What follows belongs to an exercise in optimizing a design on an open flow for small area; a production flow would make more cautious choices. Function was checked by simulation only, so behaviour that the tests miss may differ from the original. Power figures rest on the tool's default switching activity, not on a simulated workload.

## flow/flow/run.sh

```bash
#!/bin/bash
# Own layout flow: the standard flow (standard.sh) with
#  - synthesis as standard (same script, same registers), except that the
#    combinational logic is not pre-mapped to half/full adder cells
#    (extract_fa skipped) and is mapped by an area-oriented ABC script
#    (flow/area.abc) instead of the speed script,
#  - buf_1 cells as the port buffers,
#  - a clock tree of clkbuf_4 cells without dummy loads.
# Each tool's output goes to its log under orfs/logs; make's output to make_finish.log.
set -euo pipefail
W=$(pwd)
cat > "$W/own_synth.tcl" <<EOF2
proc abc {args} {
  set i [lsearch -exact \$args -script]
  lset args [expr {\$i + 1}] $W/flow/area.abc
  set j [lsearch -exact \$args -D]
  if {\$j >= 0} { lset args [expr {\$j + 1}] 100000 }
  yosys abc {*}\$args
}
proc extract_fa {args} { puts "own flow: extract_fa skipped" }
source $W/synth_recipe.tcl
EOF2
bash standard.sh \
  SYNTH_SCRIPT="$W/own_synth.tcl" \
  BUFFER_PORTS_ARGS="-buffer_cell sky130_fd_sc_hd__buf_1" \
  CTS_ARGS="-sink_clustering_enable -repair_clock_nets -dont_use_dummy_load -buf_list sky130_fd_sc_hd__clkbuf_4" \
  finish > make_finish.log 2>&1
```

## flow/flow/area.abc

```
strash
balance -l
resub -K 6 -l
rewrite -l
resub -K 6 -N 2 -l
refactor -l
resub -K 8 -l
balance -l
resub -K 8 -N 2 -l
rewrite -l
resub -K 10 -l
rewrite -z -l
resub -K 10 -N 2 -l
balance -l
resub -K 12 -l
refactor -z -l
resub -K 12 -N 2 -l
rewrite -z -l
balance -l
balance -l
resub -K 6 -l
rewrite -l
resub -K 6 -N 2 -l
refactor -l
resub -K 8 -l
balance -l
resub -K 8 -N 2 -l
rewrite -l
resub -K 10 -l
rewrite -z -l
resub -K 10 -N 2 -l
balance -l
resub -K 12 -l
refactor -z -l
resub -K 12 -N 2 -l
rewrite -z -l
balance -l
&get -n
&dch -f
&nf -R 1000
&put
balance -l
resub -K 6 -l
rewrite -l
resub -K 6 -N 2 -l
refactor -l
resub -K 8 -l
balance -l
resub -K 8 -N 2 -l
rewrite -l
resub -K 10 -l
rewrite -z -l
resub -K 10 -N 2 -l
balance -l
resub -K 12 -l
refactor -z -l
resub -K 12 -N 2 -l
rewrite -z -l
balance -l
balance -l
resub -K 6 -l
rewrite -l
resub -K 6 -N 2 -l
refactor -l
resub -K 8 -l
balance -l
resub -K 8 -N 2 -l
rewrite -l
resub -K 10 -l
rewrite -z -l
resub -K 10 -N 2 -l
balance -l
resub -K 12 -l
refactor -z -l
resub -K 12 -N 2 -l
rewrite -z -l
balance -l
&get -n
&dch -f
&nf -R 1000
&put
&get -n
&dch -f
&nf -R 1000
&put
```

## flow/standard.sh

```bash
#!/bin/bash
# synth_recipe.tcl (not shown) runs the flow's synth.tcl, then flattens the netlist and writes it again
# the make line also repeats each setting of config.mk as NAME=value (left out here)
make -C /OpenROAD-flow-scripts/flow DESIGN_CONFIG=/design/flow/config.mk WORK_HOME=/design/flow/orfs CLKGATE_MAP_FILE= SYNTH_SCRIPT=/design/flow/synth_recipe.tcl "${@:-finish}"
```

## flow/config.mk

```make
export PLATFORM = sky130hd
export DESIGN_NAME = top
export DESIGN_NICKNAME = top
export VERILOG_FILES = /design/flow/design.v
export SDC_FILE = /design/flow/constraint.sdc
export NUM_CORES = 4
export LEC_CHECK = 0
export CAP_MARGIN = 20
export CORE_MARGIN = 2
export CORE_UTILIZATION = 40
export SLEW_MARGIN = 20
```

## flow/constraint.sdc

```tcl
create_clock -name core_clock -period 10.0 [get_ports {clk}]
set_input_delay 2.0000 -clock core_clock [delete_from_list [all_inputs] [get_ports {clk}]]
set_output_delay 2.0000 -clock core_clock [all_outputs]
set_load 0.01 [all_outputs]
```

## flow/design.v

```verilog
`timescale 1ns / 1ps
module lock_ctrl(
    input wire clk,
    input wire rst,
    input wire set_password,
    input wire enter,
    input wire test,
    input wire f2,             
    input wire [1:0] d,        
    input wire [2:0] dig,      
    output wire idle,          
    output wire [6:0] segs,    
    output reg  gled0,
    output reg  gled1,
    output reg  rled0,
    output reg  rled1,
    output reg  rled2
);
localparam S0 = 3'd4, S1 = 3'd2, S2 = 3'd3, S3 = 3'd5, S4 = 3'd7, S5 = 3'd1, S6 = 3'd0, IDLE = 3'd6;
reg [2:0] cur;
reg [2:0] nxt;
assign idle = (cur == IDLE);
reg [1:0] num7, num6, num5;
always @(posedge clk) begin
    if (rst || set_password || test) begin
        num7 <= 2'd0;
        num6 <= 2'd0;
        num5 <= 2'd0;
    end else if ((cur == S1 || cur == S3) && f2) begin
        if (num7 == 2'd0) num7 <= d;
        if (num7 != 2'd0 && num6 == 2'd0) num6 <= d;
        if (num6 != 2'd0 && num5 == 2'd0) num5 <= d;
    end
end
always @(posedge clk or posedge rst) begin
    if (rst)
        cur <= IDLE;
    else
        cur <= nxt;
end
always @(posedge clk) begin
    if (rst)
        nxt <= S0;
    else begin
        case (cur)
            S0: if (set_password) nxt <= S1;
            S1: if (enter) nxt <= S2;
            S2: if (test) nxt <= S3;
            S3: if (enter) nxt <= S4;
            S4: if (gled1) nxt <= S5;
                else if (rled2) nxt <= S6;
                else if (test) nxt <= S3;
            S5: if (set_password) nxt <= S1;
            default: ;
        endcase
    end
end
reg flag0, flagf;
always @(posedge clk) begin
    flag0 <= (cur == S0) || (cur == S2) || (cur == S4) || (cur == S5);
    case (cur)
        S0: begin flagf <= 1'b0; gled0 <= 1'b0; end
        S1: gled0 <= 1'b0;
        S2: gled0 <= 1'b1;
        S6: flagf <= 1'b1;
        default: ;
    endcase
end
reg [1:0] pw7, pw6, pw5;
reg [1:0] scur, snxt;      
reg [3:0] cnt;
wire cnt10 = (cnt == 4'd10);
wire fail = cnt10 && !(cur == S1) && !(cur == S3) && !(scur == 2'd2) && !rled2;
always @(posedge clk or posedge rst) begin
    if (rst) begin
        gled1 <= 1'b0;
        rled0 <= 1'b0;
        rled1 <= 1'b0;
        rled2 <= 1'b0;
    end else if (cur == S1) begin
        gled1 <= 1'b0;
        rled0 <= 1'b0;
        rled1 <= 1'b0;
        rled2 <= 1'b0;
    end else if (cur == S3) begin
    end else if (scur == 2'd2) begin
        gled1 <= 1'b1;
        rled0 <= 1'b0;
        rled1 <= 1'b0;
        rled2 <= 1'b0;
    end else if (fail) begin
        rled0 <= 1'b1;
        rled1 <= rled0;
        rled2 <= rled1;
    end
end
always @(posedge clk) begin
    if (rst || cur == S3)
        cnt <= 4'd0;
    else if ((cur == S4 && cnt < 4'd10) || fail)
        cnt <= cnt + 4'd1;
end
always @(posedge clk or posedge rst) begin
    if (rst) begin
        pw7 <= 2'd0;
        pw6 <= 2'd0;
        pw5 <= 2'd0;
    end else if (cur == S2 && !test) begin
        pw7 <= num7;
        pw6 <= num6;
        pw5 <= num5;
    end
end
always @(posedge clk or posedge rst) begin
    if (rst) scur <= 2'd0;
    else scur <= snxt;
end
always @(posedge clk) begin
    if (rst) begin
        snxt <= 2'd0;
    end else begin
        if (cur == S1 || cur == S3)
            snxt <= 2'd0;
        else if (cur == S4)
            case (scur)
                2'd0: if (num7 == pw7) snxt <= 2'd1;
                2'd1: if (num6 == pw6) snxt <= 2'd3;
                2'd3: if (num5 == pw5) snxt <= 2'd2;
                default: ;
            endcase
    end
end
reg [1:0] shown;
always @(*) begin
    if (dig == 3'd7)      shown = num7;
    else if (dig == 3'd6) shown = num6;
    else if (dig == 3'd5) shown = num5;
    else                  shown = 2'd0;
end
reg cc, cd, cf;
always @(posedge clk) begin
    if (flag0)
        {cc, cd, cf} <= 3'b000;
    else if (flagf)
        {cc, cd, cf} <= 3'b110;
    else
        case (shown)
            2'd0: {cc, cd, cf} <= 3'b111;
            2'd1: {cc, cd, cf} <= 3'b011;
            2'd2: {cc, cd, cf} <= 3'b101;
            default: {cc, cd, cf} <= 3'b001;
        endcase
end
wire ca = cd & cf;
wire cb = cc & cd;
wire ce = cf & (cd | ~cc);
wire cg = (cf & cd) | ~(cf | cc | cd);
assign segs = {cg, cf, ce, cd, cc, cb, ca};
endmodule
`timescale 1ns / 1ps
module top(
    input wire clk,
    input wire rst,
    input wire set_password,
    input wire enter,
    input wire test,
    input wire [3:0] row,
    output wire [3:0] col,
    output wire [7:0] led_en,
    output wire led_ca,
    output wire led_cb,
    output wire led_cc,
    output wire led_cd,
    output wire led_ce,
    output wire led_cf,
    output wire led_cg,
    output wire led_dp,
    output wire gled0,
    output wire gled1,
    output wire rled0,
    output wire rled1,
    output wire rled2
);
reg [2:0] c8;
reg [4:0] c25;
reg [2:0] r5;
reg [2:0] dig;
wire e8 = &c8;
wire f200 = e8 & c25[4] & c25[3];                   
wire cnt_end = f200 & r5[2];                        
always @(posedge clk) begin
    if (rst) begin
        c8  <= 3'd0;
        c25 <= 5'd0;
    end else begin
        c8 <= c8 + 3'd1;
        c25 <= (c25[4] & c25[3]) ? 5'd0 : c25 + 5'd1;
    end
end
always @(posedge clk or posedge rst) begin
    if (rst) begin
        r5   <= 3'd0;
        dig  <= 3'd0;
    end else if (f200) begin
        dig <= dig + 3'd1;
        r5  <= r5[2] ? 3'd0 : r5 + 3'd1;
    end
end
wire [1:0] q = dig[1:0] - r5[1:0];
assign led_en = ~(8'd1 << dig);
wire idle;
assign col = idle ? 4'b1111 : ~(4'd1 << q);
reg [3:0] kh, km, kt;
reg lap;
reg f1, f2;
wire [3:0] pe = ~row & ~(kh & {4{lap}});        
wire shift = cnt_end & (q != 2'd0);
wire fire = shift & pe[3] & ~pe[2] & ~pe[1] & ~pe[0];
always @(posedge clk) begin
    if (shift) begin
        kh <= km;
        km <= kt;
        kt <= ~row;
    end
end
always @(posedge clk) begin
    if (rst)
        lap <= 1'b0;
    else if (cnt_end && q == 2'd3)
        lap <= 1'b1;
end
always @(posedge clk) begin
    f1 <= fire & ~rst;
end
always @(posedge clk or posedge rst) begin
    if (rst) f2 <= 1'b0;
    else f2 <= f1;
end
wire [1:0] d = {q[1], ~q[0]};
wire [6:0] segs;
lock_ctrl u_ctrl(
    .clk(clk), .rst(rst),
    .set_password(set_password), .enter(enter), .test(test),
    .f2(f2), .d(d), .dig(dig),
    .idle(idle), .segs(segs),
    .gled0(gled0), .gled1(gled1), .rled0(rled0), .rled1(rled1), .rled2(rled2)
);
assign {led_cg, led_cf, led_ce, led_cd, led_cc, led_cb, led_ca} = segs;
assign led_dp = 1'b1;
endmodule
```

==> impl_metrics.yaml, run 1 <==
status:
  status: "complete, no violations"
route:
  dr.first_iter.drc_count: 117
  vias_per_cell: 5.03
  ant_nets: 0
  drt_first_pass_iters: 4
  drc: 0
  dr_total_vias: 1867
  post_drt_wl_per_cell_um: 12.5
  wl_mm: 4.64
critical_path:
  cp_num_cells: 4
  worst_path_largest_cell_delay_ns: 0.52
  cp_top_family: "XOR/XNOR gates"
  path_class: "flip-flop to primary output"
  crit_start: "dig[1]"
  reg2reg_depth: 4
  timing.critical_path.from_type: "flip-flop"
  critPathSlowestCell: "dfrtp_1"
  timing.rr.start: "c8[0]"
  r2r_slack_ns: 7.82
  end_kind: "primary output"
  critPathMaxFanout: 13
  path_cells: "xnor2_1 > xnor2_1 > or3_1 > buf_1"
  worstPathRequired_ns: 8.00
  arrival_ns: 2.03
  cpMostUsedCell: "xnor2_1"
  crit_buf_inv: 1
synth:
  ys_seq_area_share_pct: 60.3
  synth_cell_types: 37
  synthesis.area_um2: 2580
  ys_warn_count: 2
  syn_inst: 254
  synth-seq-cells: 65
  syn_avg_cell_area_um2: 10.1
  syn-num-nets: 263
floorplanning:
  top_level_ports: 34
  die_width_um: 84.3
  core_um2: 6280
  core.rowCount: 29
  start_util_pct: 41.0
  dieArea_um2: 7100
  die_y_um: 84.3
hold_path:
  hp-start: "u_ctrl.nxt[2]"
  hold_path_depth: 0
  hp-class: "flip-flop to flip-flop"
finish:
  postLayoutCellArea_um2: 2860
  layout.nets: 305
  diodes: 0
  layout-drive-gt1-share_pct: 4.08
  nFillCells: 611
  fin_cells: 371
  area_growth_pct: 10.9
clock_network:
  cts.sink_count: 65
  clock_path_buffers: 2
  htreeDepth: 3
  postCtsSetupBuffers: 0
  numCtsBuffers: 9
  root_buffer: "clkbuf_4"
  clock_latency_ns: 0.40
  cts.reportedPaths.clkPinSlew_ns: 0.09
  cts_tree: "built"
  cts_resized: 0
  cts.hold.buffers_added: 0
global_routing:
  grt_first_pass_wirelength_mm: 7.76
  first_global_vias: 1703
  antenna_found_initial: 0
  grt_usage_pct: 14.1
  grt.overflow.total: 0
  grt_max_degree: 25
pwr:
  ir_drop_uv: 145
  p_int_mw: 0.385
  p_leak_nw: 1.14
  power_density_nw_per_um2: 196
  comb_power_share_pct: 20.2
  p_switching_mw: 0.176
  switching_share_pct: 31.4
  finalPower_mw: 0.561
  power_frac_clock_pct: 20.8
  seq_power_share_pct: 59.0
sta:
  clock_skew_ns: 0.0358
  relSlewSlack_pct: 41.9
  grt_setup_unrepaired: "false"
  fin_crit_sh_pct: 40.3
  finalMaxSlewViolations: 0
  hold_viol: 0
  fin_crit_ns: 4.03
  max_freq_ghz: 0.248
  finalSetupViolations: 0
  tns_ns: 0
  worstMarginPinSlew_ns: 0.864
run:
  cap_violations: 0
place:
  place.gp.congestion: 0.741
  place_area_um2: 2790
  place_hpwl_mm: 3.31
  portBuffers: 32
  dp.cells: 362
worst paths after layout:
kind                                   to
max                                col[1]
min                         u_ctrl.cur[2]
max reg2reg                         kh[3]
min reg2reg                 u_ctrl.cur[2]
max in group asynchronous  u_ctrl.scur[0]
min in group asynchronous              f2
synth_stat cells (all sizes together):
cell / number / area (um2)
dfstp: 2 / 52.6
nor3: 10 / 50.1
mux2: 6 / 67.6
conb: 1 / 3.75
o21ai: 12 / 60.1
clkinv: 11 / 41.3
nand3b: 1 / 7.51
a31oi: 2 / 12.5
and3b: 1 / 8.76
a32oi: 1 / 8.76
o21a: 2 / 15.0
xnor2: 11 / 96.3
a21o: 3 / 22.5
buf: 1 / 7.51
dfxtp: 29 / 581
a211oi: 1 / 7.51
or3: 4 / 25.0
nand2: 23 / 86.3
o2bb2ai: 1 / 8.76
a22oi: 2 / 15.0
and3: 6 / 37.5
a22o: 1 / 8.76
a2111oi: 1 / 8.76
a21oi: 22 / 110
xor2: 4 / 35.0
and2: 3 / 18.8
o221a: 1 / 11.3
a21boi: 1 / 7.51
edfxtp: 14 / 420
nor2b: 1 / 6.26
o22ai: 1 / 6.26
nand4: 2 / 12.5
nand3: 5 / 25.0
nand2b: 2 / 12.5
dfrtp: 20 / 500
nor4: 2 / 12.5
nor2: 44 / 165
metal layers:
layer | part of all wire, % | up-vias | GRT usage, %
met5 | 0 | - | 0
met4 | 1.6 | 0 | 9.09
met3 | 5.4 | 7 | 3.93
met2 | 43 | 45 | 20.3
met1 | 50 | 855 | 18.8
li1 | - | 960 | -
flip-flops by register name, indices dropped and copies added (netlist names), 3 cells and up:
register,count
u_ctrl.nxt,3
u_ctrl.cur,3
dig,3
c25,5
c8,3
kt,4
km,4
u_ctrl.cnt,4
r5,3
kh,4
cell families (layout without fill, tap and decap cells):
| family | after synthesis | count (layout) | synth area share (%) |
|---|---|---|---|
| compound gates | 51 | 51 | 11.8 |
| xor+xnor | 15 | 15 | 5.10 |
| buf+inv | 12 | 52 | 1.89 |
| flops | 65 | 65 | 60.3 |
| mux | 6 | 6 | 2.62 |
| other cells | 1 | 1 | 0.146 |
| simple gates | 104 | 104 | 18.2 |
layout make-up:
class                   count  area (um2)  area share (%)
multi-input cells         177         977            34.2
well taps                  77        96.3            3.37
clock buffers               9        67.6            2.37
flip-flops and latches     65        1550            54.4
inverters                  11        41.3            1.45
repair buffers             32         120            4.20
metrics by stage:
stage	utilization, %	hold WS [ns]	worst slack (ns)
detailed placement	44.4	0.297	6.01
finish	45.5	0.313	5.98
global placement	44.4	0.300	6.03
floorplan	-	0.292	6.69
CTS	45.5	0.312	5.95
global route	45.5	0.321	5.81
layout by cell type (no fill, tap or decap), types with 5 or more instances in the layout:
cell / netlist / layout
buf_1: 0 / 32
dfxtp_1: 29 / 29
and3_1: 6 / 6
dfrtp_1: 20 / 20
nor2_1: 44 / 44
nand2_1: 23 / 23
edfxtp_1: 14 / 14
nand3_1: 5 / 5
nor3_1: 10 / 10
mux2_1: 6 / 6
a21oi_1: 22 / 22
o21ai_0: 12 / 12
clkbuf_4: 0 / 9
xnor2_1: 11 / 11
clkinv_1: 11 / 11
power groups by stage:
stage          clock, mW  combinational, mW  sequential, mW
2_1_floorplan          0             0.0764           0.335
3_3_place_gp           0              0.114           0.336
3_5_place_dp           0              0.114           0.336
4_1_cts            0.123              0.115           0.331
5_1_grt            0.134              0.131           0.335
6_report           0.117              0.113           0.331
==> run 2: changes to the inputs <==
--- a/flow/design.v
+++ b/flow/design.v
@@ -18,3 +18,3 @@
 );
-localparam S0 = 3'd4, S1 = 3'd2, S2 = 3'd3, S3 = 3'd5, S4 = 3'd7, S5 = 3'd1, S6 = 3'd0, IDLE = 3'd6;
+localparam S0 = 3'd7, S1 = 3'd4, S2 = 3'd5, S3 = 3'd0, S4 = 3'd1, S5 = 3'd3, S6 = 3'd6, IDLE = 3'd2;
 reg [2:0] cur;
@@ -200,9 +200,12 @@
 always @(posedge clk or posedge rst) begin
-    if (rst) begin
-        r5   <= 3'd0;
-        dig  <= 3'd0;
-    end else if (f200) begin
+    if (rst)
+        dig <= 3'd0;
+    else if (f200)
         dig <= dig + 3'd1;
-        r5  <= r5[2] ? 3'd0 : r5 + 3'd1;
-    end
+end
+always @(posedge clk) begin
+    if (rst)
+        r5 <= 3'd0;
+    else if (f200)
+        r5 <= r5[2] ? 3'd0 : r5 + 3'd1;
 end
==> run 2 against run 1 <==
Power down 12%. Cell area down 0.74%. Largest cell class unchanged. Count of clock-buffer cells in the layout unchanged. Wire length up 0.26%.
==> impl_metrics.yaml, run 2 <==
floorplanning:
  core.rowCount: 29
  die_width_um: 83.9
  top_level_ports: 34
  dieArea_um2: 7040
  die_y_um: 83.9
  core_um2: 6280
  start_util_pct: 40.7
synth:
  synth_cell_types: 39
  syn_avg_cell_area_um2: 10.1
  syn-num-nets: 261
  synth_area_leaders: "dfxtp_1 (25%), dfrtp_1 (18%), edfxtp_1 (16%)"
  synth_enable_flop_cells: 14
  ys_async_sr_fraction_pct: 29.2
  ys_warn_count: 2
  synthesis.area_um2: 2550
  synthDominantCellAreaShare_pct: 25.1
  ys_seq_area_share_pct: 60.2
  synth-seq-cells: 65
  yosysTopAreaCell: "dfxtp_1"
  synthMostInstantiatedCell: "nor2_1"
  synth_common_cells: "nor2_1 (36), dfxtp_1 (32), a21oi_1 (24), nand2_1 (22), dfrtp_1 (18)"
  syn_inst: 252
  synthFlopType: "dfxtp_1"
clock_network:
  cts.hold.buffers_added: 0
  postCtsSetupBuffers: 0
  root_buffer: "clkbuf_4"
  cts.sink_count: 65
  htreeDepth: 3
  cts_tree: "built"
  cts.reportedPaths.clkPinSlew_ns: 0.10
  clock_latency_ns: 0.39
  numCtsBuffers: 9
  clock_path_buffers: 2
  cts_resized: 0
route:
  dr.first_iter.drc_count: 84
  ant_nets: 0
  dr_total_vias: 1843
  post_drt_wl_per_cell_um: 12.6
  wl_mm: 4.65
  drc: 0
  drt_first_pass_iters: 4
  vias_per_cell: 4.99
pwr:
  comb_power_share_pct: 12.3
  power_frac_clock_pct: 24.2
  p_leak_nw: 1.08
  p_switching_mw: 0.134
  switching_share_pct: 27.3
  power_density_nw_per_um2: 174
  seq_power_share_pct: 63.5
  p_int_mw: 0.358
  ir_drop_uv: 79.3
place:
  dp.cells: 359
  place.gp.congestion: 0.755
  portBuffers: 32
  place_hpwl_mm: 3.26
  place_area_um2: 2760
finish:
  area_growth_pct: 11.0
  fin_cells: 369
  final_cell_mix: "nor2_1 (36), dfxtp_1 (32), buf_1 (32)"
  diodes: 0
  layout-drive-gt1-share_pct: 3.77
  largest_register_ffs: 5
  finish.utilization_pct: 45.2
  layout_commonest_cell: "nor2_1"
  regMostFlops: "c25"
  postLayoutCellArea_um2: 2840
  layout.nets: 303
global_routing:
  grt.overflow.total: 0
  first_global_vias: 1654
  antenna_found_initial: 0
  grt_max_degree: 23
  grt_first_pass_wirelength_mm: 8.03
  grt_usage_pct: 14.6
hold_path:
  hp-class: "flip-flop to flip-flop"
  hold_path_depth: 0
sta:
  finalSetupViolations: 0
  finalMaxSlewViolations: 0
  max_freq_ghz: 0.252
  relSlewSlack_pct: 34.7
  clock_skew_ns: 0.0327
  fin_crit_ns: 3.98
  grt_setup_unrepaired: "false"
  tns_ns: 0
  fin_crit_sh_pct: 39.8
  hold_viol: 0
  worstMarginPinSlew_ns: 0.971
critical_path:
  timing.critical_path.from_type: "flip-flop"
  end_kind: "primary output"
  path_class: "flip-flop to primary output"
  critPathMaxFanout: 13
  arrival_ns: 1.98
  reg2reg_depth: 6
  worstPathRequired_ns: 8.00
run:
  cap_violations: 0
status:
  status: "complete, no violations"
[run 2: cell count changes after synthesis, sizes merged, moves of 2 or more]
cell / delta
dfrtp: -2
xnor2: -2
nor2: -8
a21oi: +2
and3: -2
o22ai: +2
nor2b: +2
o21ai: -3
clkinv: +4
dfxtp: +3
and2: +3
[run 2: worst paths after layout]
| check | start | to | slack (ns) |
|---|---|---|---|
| setup / recovery | dig[1] | col[3] | 6.02 |
| setup reg to reg | u_ctrl.cur[0] | u_ctrl.snxt[0] | 7.97 |
| hold reg to reg | u_ctrl.nxt[1] | u_ctrl.cur[1] | 0.32 |
| min in group asynchronous | rst | u_ctrl.cur[0] | 1.89 |
| hold / removal | u_ctrl.nxt[1] | u_ctrl.cur[1] | 0.32 |
| max in group asynchronous | rst | dig[1] | 7.72 |
[run 2: kinds of logic after synthesis]
family | synth area share, %
AND/OR/NAND/NOR | 17.6
flip-flops | 60.2
AO/OA/AOI/OAI | 12.3
buffers and inverters | 2.64
XOR/XNOR | 4.46
multiplexers | 2.60
other | 0.147
[run 2: worst max-delay path, cell delays in order, from the launching register on]
cell and delay (ns):
dfrtp_1 0.60, xnor2_1 0.18, xnor2_1 0.40, nor2b_1 0.24, nand2_1 0.07, buf_1 0.13
[run 2: metrics by stage]
stage	total power [mW]	hold slack [ns]	worst slack (ns)
CTS	0.498	0.321	5.99
floorplan	0.358	0.297	6.75
finish	0.492	0.322	6.02
global route	0.521	0.338	5.83
detailed placement	0.380	0.306	6.05
global placement	0.379	0.307	6.10
[run 2: cell type report]
type                    count  area (um2)
clock buffers               9        67.6
inverters                  15        56.3
repair buffers             33         128
fillers                   624        3440
well taps                  77        96.3
flip-flops and latches     65        1540
multi-input cells         170         950
[run 2: power groups by stage]
stage / sequential [mW] / clock, mW / combinational, mW
3_3_place_gp: 0.318 / 0 / 0.0611
5_1_grt: 0.317 / 0.136 / 0.0689
4_1_cts: 0.313 / 0.123 / 0.0621
3_5_place_dp: 0.318 / 0 / 0.0617
6_report: 0.313 / 0.119 / 0.0608
2_1_floorplan: 0.316 / 0 / 0.0414
[run 2: metal layers]
layer	wire length (um)	track usage, %	up-vias
met2	2030	19.9	30
met3	135	4.55	9
met4	94	7.92	0
li1	-	-	950
met1	2390	20.6	854
met5	0	0	-
==> run 3: changes to the inputs <==
--- a/flow/design.v
+++ b/flow/design.v
@@ -187,13 +187,17 @@
 reg [2:0] dig;
-wire e8 = &c8;
-wire f200 = e8 & c25[4] & c25[3];                   
+wire e8 = c8[2] & ~c8[1] & ~c8[0];                 
+wire c25_fb = c25[4] ^ ~((c25[3] & c25[1]) | (~c25[3] & ~c25[2] & c25[1] & ~c25[0]));
+wire f200 = e8 & c25[4] & ~|c25[3:0];                
 wire cnt_end = f200 & r5[2];                        
-always @(posedge clk) begin
-    if (rst) begin
-        c8  <= 3'd0;
+always @(posedge clk or posedge rst) begin
+    if (rst)
+        c8 <= 3'd0;
+    else
+        c8 <= {c8[1:0], c8[2] ^ ~(c8[1] & ~c8[0])};
+end
+always @(posedge clk or posedge rst) begin
+    if (rst)
         c25 <= 5'd0;
-    end else begin
-        c8 <= c8 + 3'd1;
-        c25 <= (c25[4] & c25[3]) ? 5'd0 : c25 + 5'd1;
-    end
+    else
+        c25 <= {c25[3:0], c25_fb};
 end
==> run 3 against run 2 <==
Setup slack improved by 0.037 ns. Largest cell class unchanged. Still clean. Synthesized cell count fell by 6.0%. Core utilization is 0.082 points higher. Count of clock-buffer cells in the layout unchanged. First-iteration DRC count up 17%. Maximum frequency increased by 0.95%. Clock power about the same.
==> impl_metrics.yaml, run 3 <==
status:
  status: "complete, no violations"
route:
  wl_mm: 4.75
  vias_per_cell: 5.08
  dr_total_vias: 1799
  dr.first_iter.drc_count: 98
  post_drt_wl_per_cell_um: 13.4
  drt_first_pass_iters: 4
  ant_nets: 0
  drc: 0
clock_network:
  htreeDepth: 3
  postCtsSetupBuffers: 0
  cts.sink_count: 65
  root_buffer: "clkbuf_4"
  numCtsBuffers: 9
  cts.hold.buffers_added: 0
  clock_latency_ns: 0.38
  cts_tree: "built"
  cts_resized: 0
  clock_path_buffers: 2
  cts.reportedPaths.clkPinSlew_ns: 0.09
synth:
  ys_warn_count: 2
  syn_inst: 237
  synthFlopType: "dfrtp_1"
  ys_seq_area_share_pct: 62.1
  yosysTopAreaCell: "dfrtp_1"
  synthMostInstantiatedCell: "nor2_1"
  ys_async_sr_fraction_pct: 41.5
  synth_area_leaders: "dfrtp_1 (26%), dfxtp_1 (19%), edfxtp_1 (17%)"
  synthDominantCellAreaShare_pct: 25.6
  synthesis.area_um2: 2540
  syn-num-nets: 246
  synth_cell_types: 41
  synth-seq-cells: 65
  synth_common_cells: "nor2_1 (28), dfrtp_1 (26), dfxtp_1 (24), a21oi_1 (20), nand2_1 (19)"
  synth_enable_flop_cells: 14
  syn_avg_cell_area_um2: 10.7
finish:
  layout_commonest_cell: "buf_1"
  regMostFlops: "c25"
  layout.nets: 288
  final_cell_mix: "buf_1 (32), nor2_1 (27), dfrtp_1 (26)"
  diodes: 0
  largest_register_ffs: 5
  nFillCells: 603
  layout-drive-gt1-share_pct: 4.33
  multi_input_area_um2: 902
  regArea_um2: 1580
  area_growth_pct: 11.1
floorplanning:
  die_y_um: 83.7
  top_level_ports: 34
  die_width_um: 83.7
  core_um2: 6240
  core.rowCount: 29
  start_util_pct: 40.7
  dieArea_um2: 7010
hold_path:
  hp-class: "flip-flop to flip-flop"
global_routing:
  antenna_found_initial: 0
  first_global_vias: 1619
  grt_max_degree: 29
  grt.overflow.total: 0
  grt_first_pass_wirelength_mm: 7.79
  grt_usage_pct: 14.5
critical_path:
  end_kind: "primary output"
  timing.critical_path.from_type: "flip-flop"
  worstPathRequired_ns: 8.00
  path_class: "flip-flop to primary output"
  arrival_ns: 1.94
  critPathMaxFanout: 13
sta:
  finalSetupViolations: 0
  fin_crit_ns: 3.94
  relSlewSlack_pct: 37.8
  grt_setup_unrepaired: "false"
  worstMarginPinSlew_ns: 0.926
  hold_viol: 0
  fin_crit_sh_pct: 39.4
  finalMaxSlewViolations: 0
  clock_skew_ns: 0.0205
  max_freq_ghz: 0.254
  tns_ns: 0
  hold_ws_ns: 0.318
place:
  place.gp.congestion: 0.830
  place_hpwl_mm: 3.38
  portBuffers: 32
run:
  cap_violations: 0
pwr:
  ir_drop_uv: 84.1
  power_density_nw_per_um2: 165
  p_leak_nw: 1.11
## run 3: routing by layer
metal / GRT usage (%) / up-vias / part of all wire (%)
met2: 21.0 / 52 / 46
met5: 0 / - / 0
li1: - / 904 / -
met4: 7.92 / 0 / 0.65
met1: 20.1 / 841 / 50
met3: 3.56 / 2 / 3.6
## run 3: report_power, final
part | switching (mW) | total [mW] | internal, mW
clock | 0.0741 | 0.116 | 0.0419
sequential | 0.0139 | 0.299 | 0.285
combinational | 0.0317 | 0.0501 | 0.0184
## run 3: worst paths after layout
path	startpoint	end	slack, ns	depth (start not counted)
worst min-delay path	u_ctrl.nxt[1]	u_ctrl.cur[1]	0.32	0
worst max-delay path	dig[1]	col[1]	6.06	4
worst min register to register	u_ctrl.nxt[1]	u_ctrl.cur[1]	0.32	0
worst max register to register	c8[0]	kh[1]	7.43	5
min in group asynchronous	rst	u_ctrl.cur[2]	1.83	3
max in group asynchronous	rst	u_ctrl.cur[1]	7.86	3
## run 3: logic make-up after synthesis
logic type                count (synthesis)  synth area share (%)
and+or+nand+nor                          89                  16.8
buffers and inverters                    16                  2.51
other                                     1                 0.148
AOI/OAI and AO/OA                        44                  10.2
DFF                                      65                  62.1
xor gates and xnor gates                 15                  5.17
muxes                                     7                  3.05
## run 3: layout make-up
cell class / instances / area share [%]
clock buffer: 9 / 2.39
inverter: 14 / 1.86
multi-input combinational: 156 / 31.9
sequential: 65 / 55.9
tap: 77 / 3.41
timing repair buffer: 33 / 4.52
## run 3: worst max-delay path: stages, from the launching register on
cell     delay (ns)
dfrtp_1        0.57
xor2_1         0.30
xnor2_1        0.19
or3b_1         0.38
buf_1          0.14
## run 3: per-stage QoR
step	power, mW	std cells	utilization, %	worst slack, ns	area (um2)
floorplan	0.336	237	-	6.68	2540
global placement	0.354	345	44.1	6.50	2750
detailed placement	0.355	345	44.1	6.46	2750
CTS	0.472	354	45.2	6.03	2820
global route	0.494	354	45.2	5.86	2820
finish	0.465	354	45.2	6.06	2820
==> run 4: changes to the inputs <==
--- a/flow/design.v
+++ b/flow/design.v
@@ -239,3 +239,3 @@
 always @(posedge clk) begin
-    f1 <= fire & ~rst;
+    f1 <= fire;
 end
==> run 4 against run 3 <==
Critical path depth increased by 1. Count of clock-buffer cells in the layout unchanged. Core utilization about the same. Still clean. Maximum frequency decreased by 0.52%. Worst hold slack improved by 0.016 ns. Global-route usage decreased by 0.29 points. Combinational power increased by 4%. Critical endpoint is now col[3]. Highest routed layer unchanged. First-iteration DRC count decreased by 18%. Clock skew increased by 0.023 ns. Non-clock buffer count increased by 1.
==> impl_metrics.yaml, run 4 <==
status:
  status: "complete, no violations"
place:
  portBuffers: 32
  place.gp.congestion: 0.811
  place_hpwl_mm: 3.34
  place_area_um2: 2760
pwr:
  finalPower_mw: 0.469
  power_frac_clock_pct: 25.0
  ir_drop_uv: 79.6
  p_int_mw: 0.347
  p_switching_mw: 0.122
  p_leak_nw: 1.10
  switching_share_pct: 26.0
  seq_power_share_pct: 63.9
  power_density_nw_per_um2: 166
  comb_power_share_pct: 11.1
global_routing:
  met1_usage_pct: 18.6
  gr-max-usage-layer: "met2"
  grt_usage_pct: 14.2
  use_met3_pct: 5.74
  grt_first_pass_wirelength_mm: 7.80
  antenna_found_initial: 0
  first_global_vias: 1675
  grt.overflow.total: 0
  use_met2_pct: 20.8
  grt_max_degree: 29
finish:
  layout_commonest_cell: "buf_1"
  area_growth_pct: 11.4
  layout.nets: 288
  regMostFlops: "c25"
  largest_register_ffs: 5
  layout-drive-gt1-share_pct: 4.33
  diodes: 0
  final_cell_mix: "buf_1 (32), nor2_1 (28), dfrtp_1 (26)"
  postLayoutCellArea_um2: 2820
synth:
  ys_warn_count: 2
  synthFlopType: "dfrtp_1"
  synth_cell_types: 40
  yosysTopAreaCell: "dfrtp_1"
  syn_avg_cell_area_um2: 10.7
  ys_seq_area_share_pct: 62.2
  synth_enable_flop_cells: 14
  synthDominantCellAreaShare_pct: 25.7
  synth_area_leaders: "dfrtp_1 (26%), dfxtp_1 (19%), edfxtp_1 (17%)"
  ys_async_sr_fraction_pct: 41.5
  synthMostInstantiatedCell: "nor2_1"
  synthesis.area_um2: 2530
  synth-seq-cells: 65
  syn-num-nets: 245
  syn_inst: 236
  synth_common_cells: "nor2_1 (28), dfrtp_1 (26), dfxtp_1 (24), nand2_1 (21), a21oi_1 (18)"
run:
  cap_violations: 0
sta:
  fin_crit_sh_pct: 39.6
  max_freq_ghz: 0.253
  hold_viol: 0
  worstMarginPinSlew_ns: 0.921
  tns_ns: 0
  hold_ws_ns: 0.334
  fin_crit_ns: 3.96
  grt_setup_unrepaired: "false"
  clock_skew_ns: 0.0439
  finalMaxSlewViolations: 0
  relSlewSlack_pct: 38.3
  finalSetupViolations: 0
critical_path:
  timing.rr.start: "c8[0]"
  critPathSlowestCell: "dfrtp_1"
  r2r_slack_ns: 7.66
  r2r_end: "kh[1]"
  cpMostUsedCell: "xnor2_1"
  end_kind: "primary output"
  critPathMaxFanout: 13
  arrival_ns: 1.96
  worstPathRequired_ns: 8.00
  path_class: "flip-flop to primary output"
  path_cells: "xnor2_1 > xnor2_1 > nor2b_1 > nand2_1 > buf_1"
  reg2reg_depth: 6
  timing.critical_path.from_type: "flip-flop"
  worst_path_largest_cell_delay_ns: 0.59
hold_path:
  hp-class: "flip-flop to flip-flop"
  min_to: "f2"
  hp-start: "f1"
  hold_path_depth: 0
floorplanning:
  die_width_um: 83.6
  dieArea_um2: 6990
  start_util_pct: 40.6
  core_um2: 6240
  top_level_ports: 34
  die_y_um: 83.6
  core.rowCount: 29
clock_network:
  cts.hold.buffers_added: 0
  htreeDepth: 3
  clock_path_buffers: 2
  cts.sink_count: 65
  numCtsBuffers: 9
  cts.reportedPaths.clkPinSlew_ns: 0.09
  clock_latency_ns: 0.40
  cts_resized: 0
  cts_tree: "built"
  postCtsSetupBuffers: 0
  root_buffer: "clkbuf_4"
route:
  dr_total_vias: 1819
  post_drt_wl_per_cell_um: 13.1
  drc: 0
  ant_nets: 0
  vias_per_cell: 5.14
  dr.first_iter.drc_count: 80
  wl_mm: 4.63
  drt_first_pass_iters: 4
## run 4: worst max path at each step
stage / start / to / slack (ns) / depth (start not counted)
3_5_place_dp: dig[0] / col[0] / 6.48 / 4
6_report: dig[1] / col[3] / 6.04 / 5
2_1_floorplan: dig[1] / col[3] / 6.75 / 4
3_3_place_gp: dig[1] / col[3] / 6.52 / 5
4_1_cts: dig[1] / col[3] / 6.04 / 5
5_1_grt: dig[1] / col[3] / 5.79 / 5
## run 4: critical path, delay by kind of cell (launching register included)
kind,cells,cell delay (ns)
buffers and inverters,1,0.13
and+or+nand+nor,2,0.30
xor gates and xnor gates,2,0.56
DFF,1,0.59
## run 4: cells by family after synthesis
group,after synthesis,share of synthesized area [%]
and+or+nand+nor,90,16.9
DFF,65,62.2
AOI/OAI and AO/OA,43,10.4
buffers and inverters,16,2.52
xor gates and xnor gates,15,5.18
muxes,6,2.67
other,1,0.148
## run 4: through the flow
stage | cells | util (%) | setup slack [ns]
after global placement | 345 | 44.1 | 6.52
after global routing | 354 | 45.2 | 5.79
final | 354 | 45.2 | 6.04
after floorplan | 236 | - | 6.75
after detailed placement | 345 | 44.1 | 6.48
after CTS | 354 | 45.2 | 6.04
## run 4: area by class of cell
| class | count | area [um2] |
|---|---|---|
| multi-input combinational | 155 | 893 |
| clock buffer | 9 | 67.6 |
| sequential | 65 | 1580 |
| fill | 622 | 3420 |
| tap | 77 | 96.3 |
| timing repair buffer | 34 | 135 |
| inverter | 14 | 52.6 |
## run 4: power groups by stage
stage               clock network [mW]  logic (mW)  registers, mW
floorplan                            0      0.0332          0.305
global placement                     0      0.0519          0.305
detailed placement                   0      0.0521          0.306
CTS                              0.124      0.0523          0.300
global route                     0.134      0.0587          0.302
finish                           0.117      0.0519          0.300
## run 4: layer usage
layer | share of wire [%] | vias up
met5 | 0 | -
met4 | 2.8 | 0
met3 | 6.3 | 10
met2 | 44 | 54
met1 | 47 | 846
li1 | - | 909
==> run 5: changes to the inputs <==
--- a/flow/design.v
+++ b/flow/design.v
@@ -18,3 +18,3 @@
 );
-localparam S0 = 3'd7, S1 = 3'd4, S2 = 3'd5, S3 = 3'd0, S4 = 3'd1, S5 = 3'd3, S6 = 3'd6, IDLE = 3'd2;
+localparam S0 = 3'd3, S1 = 3'd0, S2 = 3'd1, S3 = 3'd4, S4 = 3'd5, S5 = 3'd7, S6 = 3'd2, IDLE = 3'd6;
 reg [2:0] cur;
@@ -85,3 +85,3 @@
     end else if (cur == S3) begin
-    end else if (scur == 2'd2) begin
+    end else if (scur == 2'd2 && cur != IDLE) begin
         gled1 <= 1'b1;
@@ -102,8 +102,4 @@
 end
-always @(posedge clk or posedge rst) begin
-    if (rst) begin
-        pw7 <= 2'd0;
-        pw6 <= 2'd0;
-        pw5 <= 2'd0;
-    end else if (cur == S2 && !test) begin
+always @(posedge clk) begin
+    if ((cur == S2 && !test) || cur == IDLE) begin
         pw7 <= num7;
@@ -113,5 +109,4 @@
 end
-always @(posedge clk or posedge rst) begin
-    if (rst) scur <= 2'd0;
-    else scur <= snxt;
+always @(posedge clk) begin
+    scur <= snxt;
 end
@@ -241,5 +236,4 @@
 end
-always @(posedge clk or posedge rst) begin
-    if (rst) f2 <= 1'b0;
-    else f2 <= f1;
+always @(posedge clk) begin
+    f2 <= f1;
 end
--- a/flow/config.mk
+++ b/flow/config.mk
@@ -7,5 +7,5 @@
 export LEC_CHECK = 0
-export CAP_MARGIN = 20
+export CAP_MARGIN = 0
 export CORE_MARGIN = 2
 export CORE_UTILIZATION = 40
-export SLEW_MARGIN = 20
+export SLEW_MARGIN = 0
==> run 5 against run 4 <==
Still clean on timing, DRC and antenna. Sequential cell count is the same. Critical path depth is the same. Cell area shrank 2.5%. Critical endpoint unchanged. Largest power group unchanged.
==> impl_metrics.yaml, run 5 <==
sta:
  relSlewSlack_pct: 29.6
  worstMarginPinSlew_ns: 1.05
  max_freq_ghz: 0.256
  hold_viol: 0
  fin_crit_ns: 3.90
  clock_skew_ns: 0.0239
  fin_crit_sh_pct: 39.0
  fin_ws_ns: 6.10
  grt_setup_unrepaired: "false"
  tns_ns: 0
  finalMaxSlewViolations: 0
  finalSetupViolations: 0
floorplanning:
  top_level_ports: 34
  die_y_um: 82.7
  core_um2: 5960
  core.rowCount: 28
  start_util_pct: 41.6
  die_width_um: 82.7
  dieArea_um2: 6830
synth:
  synth_area_leaders: "edfxtp_1 (24%), dfxtp_1 (22%), dfrtp_1 (16%)"
  yosys.area_share.simple_pct: 18.0
  ys_warn_count: 2
  yosysTopAreaCell: "edfxtp_1"
  ys_async_sr_fraction_pct: 27.7
  synth-xor-area-share_pct: 5.66
  synth_cell_types: 36
  syn_avg_cell_area_um2: 10.7
  synth_common_cells: "nor2_1 (31), dfxtp_1 (27), nand2_1 (25), edfxtp_1 (20)"
  syn-num-nets: 241
  synthFlopType: "dfxtp_1"
  ys_seq_area_share_pct: 64.4
  syn_inst: 232
  synthesis.area_um2: 2470
  synth_top_family_by_area: "simple AND/OR/NAND/NOR gates"
  muxShareOfSynthArea_pct: 0.404
  synth-adder-area-share_pct: 0
  synth_compound_area_share_pct: 8.95
  synth-seq-cells: 65
  synthMostInstantiatedCell: "nor2_1"
  synthDominantCellAreaShare_pct: 24.3
  synth_enable_flop_cells: 20
finish:
  layout-drive-gt1-share_pct: 4.41
  layout_commonest_cell: "buf_1"
  area_growth_pct: 11.2
  finish.utilization_pct: 46.2
  regMostFlops: "c25"
  layout.nets: 283
  nFillCells: 584
  largest_register_ffs: 5
  diodes: 0
  final_cell_mix: "buf_1 (32), nor2_1 (31), dfxtp_1 (27)"
critical_path:
  end_kind: "primary output"
  critPathMaxFanout: 13
  timing.critical_path.from_type: "flip-flop"
  crit_buf_inv: 1
  path_cells: "xnor2_1 > xnor2_1 > nor2b_1 > nand2_1 > buf_1"
  worstPathRequired_ns: 8.00
  path_class: "flip-flop to primary output"
  critPathSlowestCell: "dfrtp_1"
  cp_top_family: "flip-flops"
  cp_num_cells: 5
  reg2reg_depth: 6
  cpMostUsedCell: "xnor2_1"
  r2r_slack_ns: 7.64
  arrival_ns: 1.90
  worst_path_largest_cell_delay_ns: 0.58
pwr:
  p_leak_nw: 1.02
  ir_drop_uv: 82.2
  power_density_nw_per_um2: 171
global_routing:
  grt_max_degree: 22
  antenna_found_initial: 0
  grt.overflow.total: 0
  grt_usage_pct: 13.9
  first_global_vias: 1469
  grt_first_pass_wirelength_mm: 6.78
route:
  wl_mm: 4.40
  drc: 0
  vias_per_cell: 5.04
  drt_first_pass_iters: 4
  dr_total_vias: 1748
  dr.first_iter.drc_count: 121
  ant_nets: 0
  post_drt_wl_per_cell_um: 12.7
clock_network:
  cts_tree: "built"
  clock_path_buffers: 2
  cts.hold.buffers_added: 0
  numCtsBuffers: 9
  cts.reportedPaths.clkPinSlew_ns: 0.09
  root_buffer: "clkbuf_4"
  clock_latency_ns: 0.38
  cts.sink_count: 65
  htreeDepth: 3
  cts_resized: 0
  postCtsSetupBuffers: 0
place:
  place_hpwl_mm: 3.12
  place.gp.congestion: 0.751
  portBuffers: 32
  dp_slack_ns: 6.39
status:
  status: "complete, no violations"
hold_path:
  hp-class: "flip-flop to flip-flop"
  hold_path_depth: 0
run:
  cap_violations: 0
==> run 5: cell types whose count changed after synthesis, moves of 4 or more <==
cell,delta
dfrtp_1,-10
edfxtp_1,+6
mux2_1,-6
nand2_1,+4
==> run 5: final timing paths <==
path | end | from
worst max-delay path | col[3] | dig[1]
worst min-delay path | u_ctrl.cur[1] | u_ctrl.nxt[1]
worst max register to register | kt[1] | c25[1]
worst min register to register | u_ctrl.cur[1] | u_ctrl.nxt[1]
max in group asynchronous | dig[2] | rst
min in group asynchronous | u_ctrl.rled2 | rst
==> run 5: cell families after synthesis <==
logic type / Yosys count
and+or+nand+nor: 96
other: 1
buffers and inverters: 15
AOI/OAI and AO/OA: 38
xor gates and xnor gates: 16
muxes: 1
DFF: 65
==> run 5: per-stage QoR <==
step	hold WS [ns]	std cells	area, um2	power [mW]
2_1_floorplan	0.297	232	2470	0.341
3_3_place_gp	0.304	338	2690	0.359
3_5_place_dp	0.310	338	2690	0.360
4_1_cts	0.324	347	2750	0.478
5_1_grt	0.324	347	2750	0.496
6_report	0.313	347	2750	0.471
==> run 5: layout make-up <==
class,count,area [um2],share of cell area (%)
flip-flops and latches,65,1590,57.9
multi-input cells,152,821,29.8
repair buffers,33,128,4.64
well taps,75,93.8,3.41
clock buffers,9,67.6,2.45
inverters,13,48.8,1.77
==> run 5: routing by layer <==
metal	up-vias	global-route usage (%)	share of wire, %
met4	0	8.36	2.4
met1	821	18.1	48
met2	31	20.9	47
met5	-	0	0
li1	887	-	-
met3	9	3.26	2.9
==> run 5: where the power goes <==
group,internal (mW),total (mW),switching [mW],leakage (nW)
registers,0.291,0.305,0.0138,0.636
logic,0.0167,0.0483,0.0316,0.347
clock network,0.0418,0.118,0.0757,0.0414
total,0.350,0.471,0.121,1.02
==> run 6: changes to the inputs <==
--- a/flow/config.mk
+++ b/flow/config.mk
@@ -7,5 +7,6 @@
 export LEC_CHECK = 0
-export CAP_MARGIN = 0
+export CAP_MARGIN = 20
 export CORE_MARGIN = 2
 export CORE_UTILIZATION = 40
-export SLEW_MARGIN = 0
+export GPL_TIMING_DRIVEN = 0
+export SLEW_MARGIN = 20
==> run 6 against run 5 <==
Via count is 0.11% lower. Core utilization increased by 0.17 points. Clock power hardly changed. First-iteration DRC count is 30% lower. Still clean. Critical endpoint unchanged.
==> impl_metrics.yaml, run 6 <==
clock_network:
  clock_path_buffers: 2
  root_buffer: "clkbuf_4"
  numCtsBuffers: 9
  cts_tree: "built"
  postCtsSetupBuffers: 0
  htreeDepth: 3
  clock_latency_ns: 0.40
  cts_resized: 0
  cts.hold.buffers_added: 0
  cts.reportedPaths.clkPinSlew_ns: 0.09
  cts.sink_count: 65
finish:
  layout.nets: 284
  area_growth_pct: 11.6
  nFillCells: 605
  layout-drive-gt1-share_pct: 4.76
  multi_input_area_um2: 827
  diodes: 0
  largest_register_ffs: 5
  regMostFlops: "c25"
  regArea_um2: 1590
  layout_commonest_cell: "buf_1"
  finish.utilization_pct: 46.4
  final_cell_mix: "buf_1 (33), nor2_1 (31), dfxtp_1 (27)"
critical_path:
  crit_start: "dig[1]"
  endpoint: "col[3]"
  path_class: "flip-flop to primary output"
  cpMostUsedCell: "xnor2_1"
  timing.critical_path.from_type: "flip-flop"
  reg2reg_depth: 5
  arrival_ns: 2.02
  path_cells: "xnor2_1 > xnor2_1 > nor2b_1 > nand2_1 > buf_1"
  end_kind: "primary output"
  critPathSlowestCell: "dfrtp_1"
  worstPathRequired_ns: 8.00
  r2r_end: "kt[3]"
  r2r_slack_ns: 7.27
  worst_path_largest_cell_delay_ns: 0.60
  critPathMaxFanout: 13
  timing.rr.start: "c8[0]"
floorplanning:
  die_y_um: 82.7
  die_width_um: 82.7
  top_level_ports: 34
  core_um2: 5960
  dieArea_um2: 6830
  start_util_pct: 41.6
  core.rowCount: 28
sta:
  hold_viol: 0
  max_freq_ghz: 0.249
  finalMaxSlewViolations: 0
  fin_crit_ns: 4.02
  worstMarginPinSlew_ns: 0.974
  tns_ns: 0
  finalSetupViolations: 0
  grt_setup_unrepaired: "false"
  clock_skew_ns: 0.0205
  relSlewSlack_pct: 34.8
  fin_crit_sh_pct: 40.2
global_routing:
  grt.overflow.total: 0
  grt_first_pass_wirelength_mm: 7.18
  antenna_found_initial: 0
  first_global_vias: 1570
  grt_max_degree: 22
  grt_usage_pct: 14.4
pwr:
  power_frac_clock_pct: 24.9
  switching_share_pct: 25.7
  p_switching_mw: 0.121
  ir_drop_uv: 111
  p_leak_nw: 1.02
  comb_power_share_pct: 10.3
  power_density_nw_per_um2: 171
  finalPower_mw: 0.471
  p_int_mw: 0.350
  seq_power_share_pct: 64.8
route:
  drt_first_pass_iters: 4
  dr_total_vias: 1746
  ant_nets: 0
  post_drt_wl_per_cell_um: 12.9
  drc: 0
  vias_per_cell: 5.02
  dr.first_iter.drc_count: 85
  wl_mm: 4.49
status:
  status: "complete, no violations"
synth:
  synthFlopType: "dfxtp_1"
  ys_warn_count: 2
  syn_avg_cell_area_um2: 10.7
  synthDominantCellAreaShare_pct: 24.3
  synth_cell_types: 36
  synthesis.area_um2: 2470
  ys_async_sr_fraction_pct: 27.7
  synth_common_cells: "nor2_1 (31), dfxtp_1 (27), nand2_1 (25), edfxtp_1 (20)"
  syn-num-nets: 241
  synth-seq-cells: 65
  syn_inst: 232
  synthMostInstantiatedCell: "nor2_1"
  yosysTopAreaCell: "edfxtp_1"
  synth_area_leaders: "edfxtp_1 (24%), dfxtp_1 (22%), dfrtp_1 (16%)"
  ys_seq_area_share_pct: 64.4
  synth_enable_flop_cells: 20
hold_path:
  hp-class: "flip-flop to flip-flop"
run:
  cap_violations: 0
place:
  portBuffers: 32
  place.gp.congestion: 0.754
  place_hpwl_mm: 3.15
==> run 6: cell types whose count changed in the layout (fill, tap and decap cells not counted) <==
cell and change:
buf_1 +1, nor4bb_2 +1, nor4bb_1 -1
==> run 6: kinds of logic after synthesis <==
| kind of cell | synth area share (%) |
|---|---|
| other cells | 0.152 |
| xor+xnor | 5.66 |
| compound gates | 8.95 |
| buf+inv | 2.43 |
| simple gates | 18.0 |
| mux | 0.404 |
| flops | 64.4 |
==> run 6: power by group through the flow <==
stage	sequential (mW)	combinational [mW]	clock [mW]
after floorplan	0.311	0.0302	0
after global placement	0.311	0.0486	0
after detailed placement	0.311	0.0492	0
after CTS	0.305	0.0494	0.124
after global routing	0.308	0.0563	0.133
final	0.305	0.0487	0.117
==> run 6: worst min-delay path by stage <==
stage               endpoint     startpoint  slack [ns]  cells after the start
2_1_floorplan  u_ctrl.cur[1]  u_ctrl.nxt[1]        0.30                      0
4_1_cts        u_ctrl.cur[2]  u_ctrl.nxt[2]        0.33                      0
3_5_place_dp   u_ctrl.cur[1]  u_ctrl.nxt[1]        0.30                      0
5_1_grt        u_ctrl.cur[2]  u_ctrl.nxt[2]        0.34                      0
3_3_place_gp   u_ctrl.cur[1]  u_ctrl.nxt[1]        0.30                      0
6_report       u_ctrl.cur[2]  u_ctrl.nxt[2]        0.32                      0
==> run 6: critical path, delay by kind of cell (launching register included) <==
family / cells / cell delay, ns
buf+inv: 1 / 0.13
simple gates: 2 / 0.32
flops: 1 / 0.60
xor+xnor: 2 / 0.57
==> run 6: stage by stage <==
stage / instance area, um2 / worst slack, ns / hold slack [ns] / std cells
6_report: 2760 / 5.98 / 0.325 / 348
5_1_grt: 2760 / 5.78 / 0.337 / 348
4_1_cts: 2760 / 5.92 / 0.328 / 348
3_5_place_dp: 2700 / 6.34 / 0.302 / 339
3_3_place_gp: 2690 / 6.34 / 0.303 / 339
2_1_floorplan: 2470 / 6.75 / 0.297 / 232
==> run 6: layer usage <==
layer / wire (um) / track usage (%) / vias up
met1: 1980 / 17.8 / 810
met5: 0 / 0 / -
met2: 2180 / 22.0 / 41
met3: 248 / 6.63 / 8
li1: - / - / 887
met4: 78 / 5.41 / 0
==> run 6: final cells by class <==
class                      instances  share of cell area, %
buffer                             2                  0.408
clock buffer                       9                   2.45
inverter                          13                   1.77
multi-input combinational        152                   29.9
sequential                        65                   57.7
tap                               75                   3.40
timing repair buffer              32                   4.35
==> run 7: changes to the inputs <==
--- a/flow/config.mk
+++ b/flow/config.mk
@@ -10,3 +10,2 @@
 export CORE_UTILIZATION = 40
-export GPL_TIMING_DRIVEN = 0
 export SLEW_MARGIN = 20
==> run 7 against run 6 <==
Cell count is 0.29% lower. Synthesized area unchanged. Still clean on timing, DRC and antenna. Maximum frequency increased by 3.1%. Critical endpoint unchanged. Clock skew increased by 0.0034 ns. Synthesized cell count unchanged. Die area unchanged. Largest power group unchanged. Core utilization fell by 0.17 points. Wire length is 1.9% lower. Critical path depth is the same.
==> impl_metrics.yaml, run 7 <==
critical_path:
  timing.critical_path.from_type: "flip-flop"
  cpMostUsedCell: "xnor2_1"
  arrival_ns: 1.90
  worst_path_largest_cell_delay_ns: 0.58
  end_kind: "primary output"
  critPathMaxFanout: 13
  path_class: "flip-flop to primary output"
  critPathSlowestCell: "dfrtp_1"
  path_cells: "xnor2_1 > xnor2_1 > nor2b_1 > nand2_1 > buf_1"
  worstPathRequired_ns: 8.00
synth:
  ys_async_sr_fraction_pct: 27.7
  synth-adder-area-share_pct: 0
  synth_area_leaders: "edfxtp_1 (24%), dfxtp_1 (22%), dfrtp_1 (16%)"
  muxShareOfSynthArea_pct: 0.404
  syn_avg_cell_area_um2: 10.7
  synth_common_cells: "nor2_1 (31), dfxtp_1 (27), nand2_1 (25), edfxtp_1 (20)"
  synth_top_family_by_area: "simple AND/OR/NAND/NOR gates"
  synthFlopType: "dfxtp_1"
  syn_inst: 232
  yosys.area_share.simple_pct: 18.0
  yosysTopAreaCell: "edfxtp_1"
  syn-num-nets: 241
  ys_warn_count: 2
  synth-seq-cells: 65
  synthDominantCellAreaShare_pct: 24.3
  synth_enable_flop_cells: 20
  synth_cell_types: 36
  ys_seq_area_share_pct: 64.4
  synthesis.area_um2: 2470
  synthMostInstantiatedCell: "nor2_1"
  synth_compound_area_share_pct: 8.95
  synth-xor-area-share_pct: 5.66
pwr:
  power_density_nw_per_um2: 171
  p_leak_nw: 1.02
  ir_drop_uv: 82.2
global_routing:
  grt_max_degree: 22
  antenna_found_initial: 0
  grt_usage_pct: 13.9
  grt.overflow.total: 0
  grt_first_pass_wirelength_mm: 6.78
  first_global_vias: 1469
sta:
  hold_viol: 0
  clock_skew_ns: 0.0239
  finalMaxSlewViolations: 0
  relSlewSlack_pct: 29.6
  max_freq_ghz: 0.256
  tns_ns: 0
  worstMarginPinSlew_ns: 1.05
  finalSetupViolations: 0
  fin_crit_ns: 3.90
  fin_crit_sh_pct: 39.0
  grt_setup_unrepaired: "false"
finish:
  layout_commonest_cell: "buf_1"
  area_growth_pct: 11.2
  fin_cells: 347
  final_cell_mix: "buf_1 (32), nor2_1 (31), dfxtp_1 (27)"
  layout-drive-gt1-share_pct: 4.41
  nFillCells: 584
  diodes: 0
  layout.nets: 283
  largest_register_ffs: 5
  regMostFlops: "c25"
floorplanning:
  die_width_um: 82.7
  dieArea_um2: 6830
  start_util_pct: 41.6
  core_um2: 5960
  top_level_ports: 34
  core.rowCount: 28
  die_y_um: 82.7
clock_network:
  cts_tree: "built"
  cts.hold.buffers_added: 0
  cts_resized: 0
  numCtsBuffers: 9
  cts.reportedPaths.clkPinSlew_ns: 0.09
  root_buffer: "clkbuf_4"
  clock_path_buffers: 2
  clock_latency_ns: 0.38
  htreeDepth: 3
  cts.sink_count: 65
  postCtsSetupBuffers: 0
route:
  dr.first_iter.drc_count: 121
  drc: 0
  dr_total_vias: 1748
  post_drt_wl_per_cell_um: 12.7
  drt_first_pass_iters: 4
  vias_per_cell: 5.04
  ant_nets: 0
  wl_mm: 4.40
run:
  cap_violations: 0
place:
  portBuffers: 32
  place_hpwl_mm: 3.12
  dp.cells: 338
  place.gp.congestion: 0.751
status:
  status: "complete, no violations"
hold_path:
  hp-class: "flip-flop to flip-flop"
[run 7: through the flow]
step / area [um2] / setup slack (ns) / hold slack, ns / total power [mW] / util (%)
3_5_place_dp: 2690 / 6.39 / 0.310 / 0.360 / 45.1
6_report: 2750 / 6.10 / 0.313 / 0.471 / 46.2
5_1_grt: 2750 / 5.93 / 0.324 / 0.496 / 46.2
3_3_place_gp: 2690 / 6.44 / 0.304 / 0.359 / 45.1
4_1_cts: 2750 / 6.07 / 0.324 / 0.478 / 46.2
2_1_floorplan: 2470 / 6.75 / 0.297 / 0.341 / -
[run 7: cells by family (layout without fill, tap and decap cells)]
logic type | after synthesis | after routing
muxes | 1 | 1
other | 1 | 1
DFF | 65 | 65
and+or+nand+nor | 96 | 96
AOI/OAI and AO/OA | 38 | 38
buffers and inverters | 15 | 55
xor gates and xnor gates | 16 | 16
[run 7: worst max-delay path: cells and delay by family, from the launching register on]
kind | cells | cell delay, ns
flip-flops | 1 | 0.58
XOR/XNOR | 2 | 0.52
AND/OR/NAND/NOR | 2 | 0.31
buffers and inverters | 1 | 0.13
[run 7: power breakdown]
| group | internal, mW | leakage [nW] | switching, mW | total [mW] |
|---|---|---|---|---|
| sequential | 0.291 | 0.636 | 0.0138 | 0.305 |
| clock | 0.0418 | 0.0414 | 0.0757 | 0.118 |
| combinational | 0.0167 | 0.347 | 0.0316 | 0.0483 |
| total | 0.350 | 1.02 | 0.121 | 0.471 |
[run 7: final cells by class]
type	count	area (um2)	share of cell area (%)
inverter	13	48.8	1.77
clock buffer	9	67.6	2.45
tap	75	93.8	3.41
timing repair buffer	33	128	4.64
sequential	65	1590	57.9
multi-input combinational	152	821	29.8
[run 7: worst paths after layout]
| kind | from | slack, ns | depth (start not counted) | endpoint |
|---|---|---|---|---|
| max reg2reg | c25[1] | 7.64 | 6 | kt[1] |
| max | dig[1] | 6.10 | 5 | col[3] |
| min | u_ctrl.nxt[1] | 0.31 | 0 | u_ctrl.cur[1] |
| max in group asynchronous | rst | 7.83 | 2 | dig[2] |
| min reg2reg | u_ctrl.nxt[1] | 0.31 | 0 | u_ctrl.cur[1] |
| min in group asynchronous | rst | 1.75 | 2 | u_ctrl.rled2 |
[run 7: metal layers]
layer | up-vias | track usage (%) | share of wire [%]
met5 | - | 0 | 0
met4 | 0 | 8.36 | 2.4
met3 | 9 | 3.26 | 2.9
met2 | 31 | 20.9 | 47
met1 | 821 | 18.1 | 48
li1 | 887 | - | -

## afterwards: timing with drivers on the ports
No port has a modelled driver above. Below, the same layouts with a new extraction and two added sets of constraints. Step 1, drivers: a clkbuf_16 drives clk and a buf_2 each remaining input, both assumed. Step 2 also shifts input and output timing later by t, the mid clock arrival at the registers, as if the neighbouring blocks saw the same clock. a / b / c = ideal / step 1 / step 2; a / b = the first two.
run | shift t [ns] | setup slack, ns | worst setup path at the end | worst register clock-pin slew, ns | worst data-port slew with drivers (ns)
run 1 | 0.408 | 5.975 / 5.948 / 6.078 | input to register | 0.12 / 0.12 | 0.03
run 2 | 0.403 | 6.024 / 5.997 / 6.152 | input to register | 0.11 / 0.11 | 0.03
run 3 | 0.394 | 6.061 / 6.034 / 6.427 | register to output | 0.10 / 0.10 | 0.04
run 4 | 0.408 | 6.041 / 6.014 / 6.422 | register to output | 0.12 / 0.12 | 0.03
run 5 | 0.396 | 6.098 / 6.073 / 6.469 | register to output | 0.11 / 0.11 | 0.03
run 6 | 0.414 | 5.978 / 5.954 / 6.368 | register to output | 0.10 / 0.10 | 0.03
run 7 | 0.396 | 6.098 / 6.073 / 6.469 | register to output | 0.11 / 0.11 | 0.03
After both steps setup and hold are still met in every run listed.
